Background: an optimization exercise with open tools, aiming at small area and a short achievable clock period. Do not read the settings as production practice. No activity file was given, so power comes from the tool's default toggle rates.

==> flow/design.v <==
`timescale 1ns / 1ps
module awstm(
        pps,
        tevt,
        evt,
        rst_n,
        clk
    );
    input pps;
    input [31:0] tevt;
    output [31:0] evt;
    input rst_n;
    input clk;
    reg r_pps;
    reg r_pps_lock;
    reg [14:0] r_k;           
    reg [26:0] r_td;
    reg [16:0] r_awstm;
    reg [30:0] r_tmev_next;   
    reg        r_tmev_hc;
    reg [17:0] r_set_tmev;    
    reg [10:0] r_tcor;
    reg [7:0]  r_tcor_max;    
    wire evt_pps = pps & ~r_pps;
    assign evt = {r_set_tmev[17], 14'd0, r_set_tmev[16:0]};
    wire        low_zero = ~|r_td[18:0];
    wire [6:0]  a = (r_td[25:19] ^ {7{r_td[26]}}) + {6'd0, r_td[26] & low_zero};
    wire [6:0]  t1;
    wire [6:0]  t2;
    assign t1[6] = a[6];
    assign t1[5:0] = a[6:1] | a[5:0];
    assign t2[6] = t1[6];
    assign t2[5:0] = t1[6:1] ^ t1[5:0];
    wire [7:0]  tcm_next = {~(t1[1] & t1[2]), t2[0], t2[1], t2[2], t2[3], t2[4], t2[5], t2[6]};
    wire tcor_ge = r_tcor[10:3] >= r_tcor_max;
    wire [10:0] tcor_next = tcor_ge ? 11'd0 : r_tcor + 11'd1;
    wire cor_eq = (r_tcor == {r_tcor_max, 3'd0});
    wire k_to = r_k[14] & ~r_k[12] & ~r_k[9] & ~r_k[8] & ~r_k[7] & ~r_k[2] & ~r_k[1] & ~r_k[0];
    wire cor = ~aws_wrap & cor_eq;
    wire inc0 = cor_eq & r_td[26];
    wire inc2 = cor_eq & ~r_td[26];
    wire aws_wrap = (&r_awstm[16:15]) & (&r_awstm[10:9]) & r_awstm[7] & (r_awstm[5] | (&r_awstm[4:0]));
    wire        aws_c1 = inc2 | (~cor_eq & r_awstm[0]);
    wire [16:0] aws_sum;
    assign aws_sum[0] = r_awstm[0] ^ ~cor_eq;
    genvar gw;
    generate
        for (gw = 1; gw < 17; gw = gw + 1) begin : g_aws
            if (gw == 1) begin : g1
                assign aws_sum[gw] = r_awstm[gw] ^ aws_c1;
            end else begin : gn
                assign aws_sum[gw] = r_awstm[gw] ^ (aws_c1 & (&r_awstm[gw-1:1]));
            end
        end
    endgenerate
    wire [16:0] aws_next = aws_wrap ? 17'd0 : aws_sum;
    wire [14:0] td_l = r_td[14:0];
    wire [11:0] td_h = r_td[26:15];
    wire [15:0] pk_l = {1'b0, td_l} + {1'b0, r_k};
    wire [11:0] td_h_p = td_h + 12'd1;
    wire [11:0] td_h_m = td_h - 12'd1;
    wire [11:0] pk_h = (r_k[14] == pk_l[15]) ? td_h : (pk_l[15] ? td_h_p : td_h_m);
    wire [14:0] pm_l = td_l + {{14{~r_td[26]}}, 1'b1};
    wire        pm_c = r_td[26] ? (&td_l) : ~|td_l;
    wire [11:0] pm_h = pm_c ? (r_td[26] ? td_h_p : td_h_m) : td_h;
    wire [26:0] td_pk = {pk_h, pk_l[14:0]};
    wire [26:0] td_pm = {pm_h, pm_l};
    wire [16:0] tm_l = r_tmev_next[16:0];
    wire        tm_hz = r_tmev_hc ? (&r_tmev_next[30:17]) : ~|r_tmev_next[30:17];
    wire        tm_ho = r_tmev_hc ? (r_tmev_next[30:17] == 14'h3ffe) : (&r_tmev_next[30:17]);
    wire        l_ones = &tm_l;
    wire [16:0] e = ~(tm_l ^ r_awstm);
    wire [16:0] q;
    assign q[16:0] = {e[16:1] ^ ~(r_awstm[15:0] | ~tm_l[15:0]), ~e[0]};
    wire        m_eq = tm_hz & (&e);
    wire        m_p1 = (&q) & (l_ones ? tm_ho : tm_hz);
    wire        match = m_eq | m_p1;
    wire        tm_gt = ~tm_hz | (tm_l > 17'd99999);
    wire [17:0] tm_sl = {1'b0, tm_l} + {1'b0, tevt[16:0]};
    wire [17:0] tm_dl = {1'b0, tm_l} + 18'd31073;
    wire [13:0] tm_h = r_tmev_next[30:17];
    wire [13:0] sub_h;
    genvar gt;
    generate
        for (gt = 0; gt < 14; gt = gt + 1) begin : g_tmh
            if (gt == 0) begin : g0
                assign sub_h[gt] = tm_h[gt] ^ ~tm_dl[17];
            end else begin : gn
                assign sub_h[gt] = tm_h[gt] ^ (~tm_dl[17] & ~|tm_h[gt-1:0]);
            end
        end
    endgenerate
    wire        tm_add = match & ~tm_gt;
    wire [30:0] tm_sum = {tevt[30:17], tm_sl[16:0]};
    wire [30:0] tm_sub = {sub_h, tm_dl[16:0]};
    wire [30:0] tm_keep = tm_gt ? tm_sub : {14'd0, tm_l};
    always @(posedge clk or negedge rst_n) begin
        if (rst_n == 1'b0) begin
            r_pps <= 1'b0;
            r_pps_lock <= 1'b0;
            r_k <= 15'd9999;
            r_td <= 27'd0;
            r_tcor <= 11'd0;
            r_tcor_max <= 8'd128;
            r_awstm <= 17'd0;
            r_tmev_next <= 31'd0;
            r_tmev_hc <= 1'b0;
            r_set_tmev <= 18'd0;
        end else begin
            r_pps <= pps;
            r_tcor_max <= tcm_next;
            r_tcor <= tcor_next;
            if (evt_pps) begin
                r_pps_lock <= 1'b1;
                r_k <= 15'd9999;
            end else if (k_to) begin
                r_pps_lock <= 1'b0;
                r_k <= 15'd4999;
            end else begin
                r_k <= r_k - 15'd1;
            end
            if (cor)
                r_td <= td_pm;
            else if (evt_pps)
                r_td <= td_pk;
            r_awstm <= aws_next;
            if (match)
                r_set_tmev <= {r_pps_lock, r_awstm};
            r_tmev_next <= tm_add ? tm_sum : tm_keep;
            r_tmev_hc <= tm_add ? tm_sl[17] : (tm_gt & r_tmev_hc);
        end
    end
endmodule
Settings: LEC_CHECK=0, CAP_MARGIN=20, CORE_MARGIN=2, CORE_UTILIZATION=60, CTS_BUF_LIST=sky130_fd_sc_hd__clkbuf_8, PLACE_DENSITY=0.75, SETUP_SLACK_MARGIN=2.9, SLEW_MARGIN=20; clock period 6.0 ns.
standard.sh (not shown) runs the stock make flow with config.mk's settings and CLKGATE_MAP_FILE= SYNTH_SCRIPT=/design/flow/synth_recipe.tcl, a recipe that flattens the netlist after the stock synthesis.
==> flow/flow/run.sh <==
#!/bin/bash
# Standard ORFS layout; the only change is the cell used to buffer the ports.
set -euo pipefail
bash standard.sh finish "BUFFER_PORTS_ARGS=-buffer_cell sky130_fd_sc_hd__buf_1" > make_finish.log 2>&1
Next try:
SETUP_SLACK_MARGIN = 3.3   (was 2.9)
Effect: The changed run completed with no timing, DRC or antenna violations. Critical path depth rises by 2. Clock power falls by 17%. Setup slack is better by 0.20 ns. Synthesized area stays the same. Wire length rises by 12%. Power rises by 9.6%.
Next try:
SETUP_SLACK_MARGIN = 3.0   (was 3.3)
After rerunning: The changed run ran to the end with no violations; register-to-register slack loses 0.11 ns; sequential power hardly moves; utilization decreases by 6.9 points; clock power increases by 12%; combinational power decreases by 20%; worst hold slack loses 0.0093 ns; synthesized cell count stays the same; worst setup slack loses 0.12 ns; cell area decreases by 9.2%; sequential share of layout area increases by 2.6 points.
Next try:
SETUP_SLACK_MARGIN = 3.1   (was 3.0)
Global-route usage is higher by 1.5 points; total power goes up by 3.0%; design area increases by 1.6%; die area does not change; setup slack improves by 0.065 ns; first-iteration DRC count is lower by 6.3%.
Function was not checked in any run of this note: the RTL went through the layout flow alone.

==> afterwards: timing with drivers on the ports <==
Ports are ideal in the flow. The routed layouts listed here were re-timed in OpenROAD.
Step 1 (the two cells are an assumption about what drives the block):
set clk [get_ports {clk}]
set_driving_cell -lib_cell sky130_fd_sc_hd__clkbuf_16 $clk
set_driving_cell -lib_cell sky130_fd_sc_hd__buf_2 [delete_from_list [all_inputs] $clk]
Step 2, shift: input delay + t, output delay - t, t = (earliest + latest rising clock arrival at the registers) / 2. This alone moves slack from input paths to output paths.
Slacks: no drivers / after step 1 / after step 2; pairs: no drivers / after step 1.
run	t (ns)	setup slack, ns	worst hold slack (ns)
the first run	0.498	2.935 / 2.935 / 2.462	0.475 / 0.475 / 0.475
the second run	0.505	3.134 / 3.132 / 2.627	0.484 / 0.484 / 0.484
the third run	0.495	3.009 / 3.013 / 2.518	0.475 / 0.475 / 0.475
the fourth run	0.488	3.075 / 3.073 / 2.584	0.476 / 0.476 / 0.476
After both steps setup and hold are still met in every run listed. The setup slack of the second run, which loses most, moves by -0.002 ns with the drivers and by -0.507 ns with both steps.
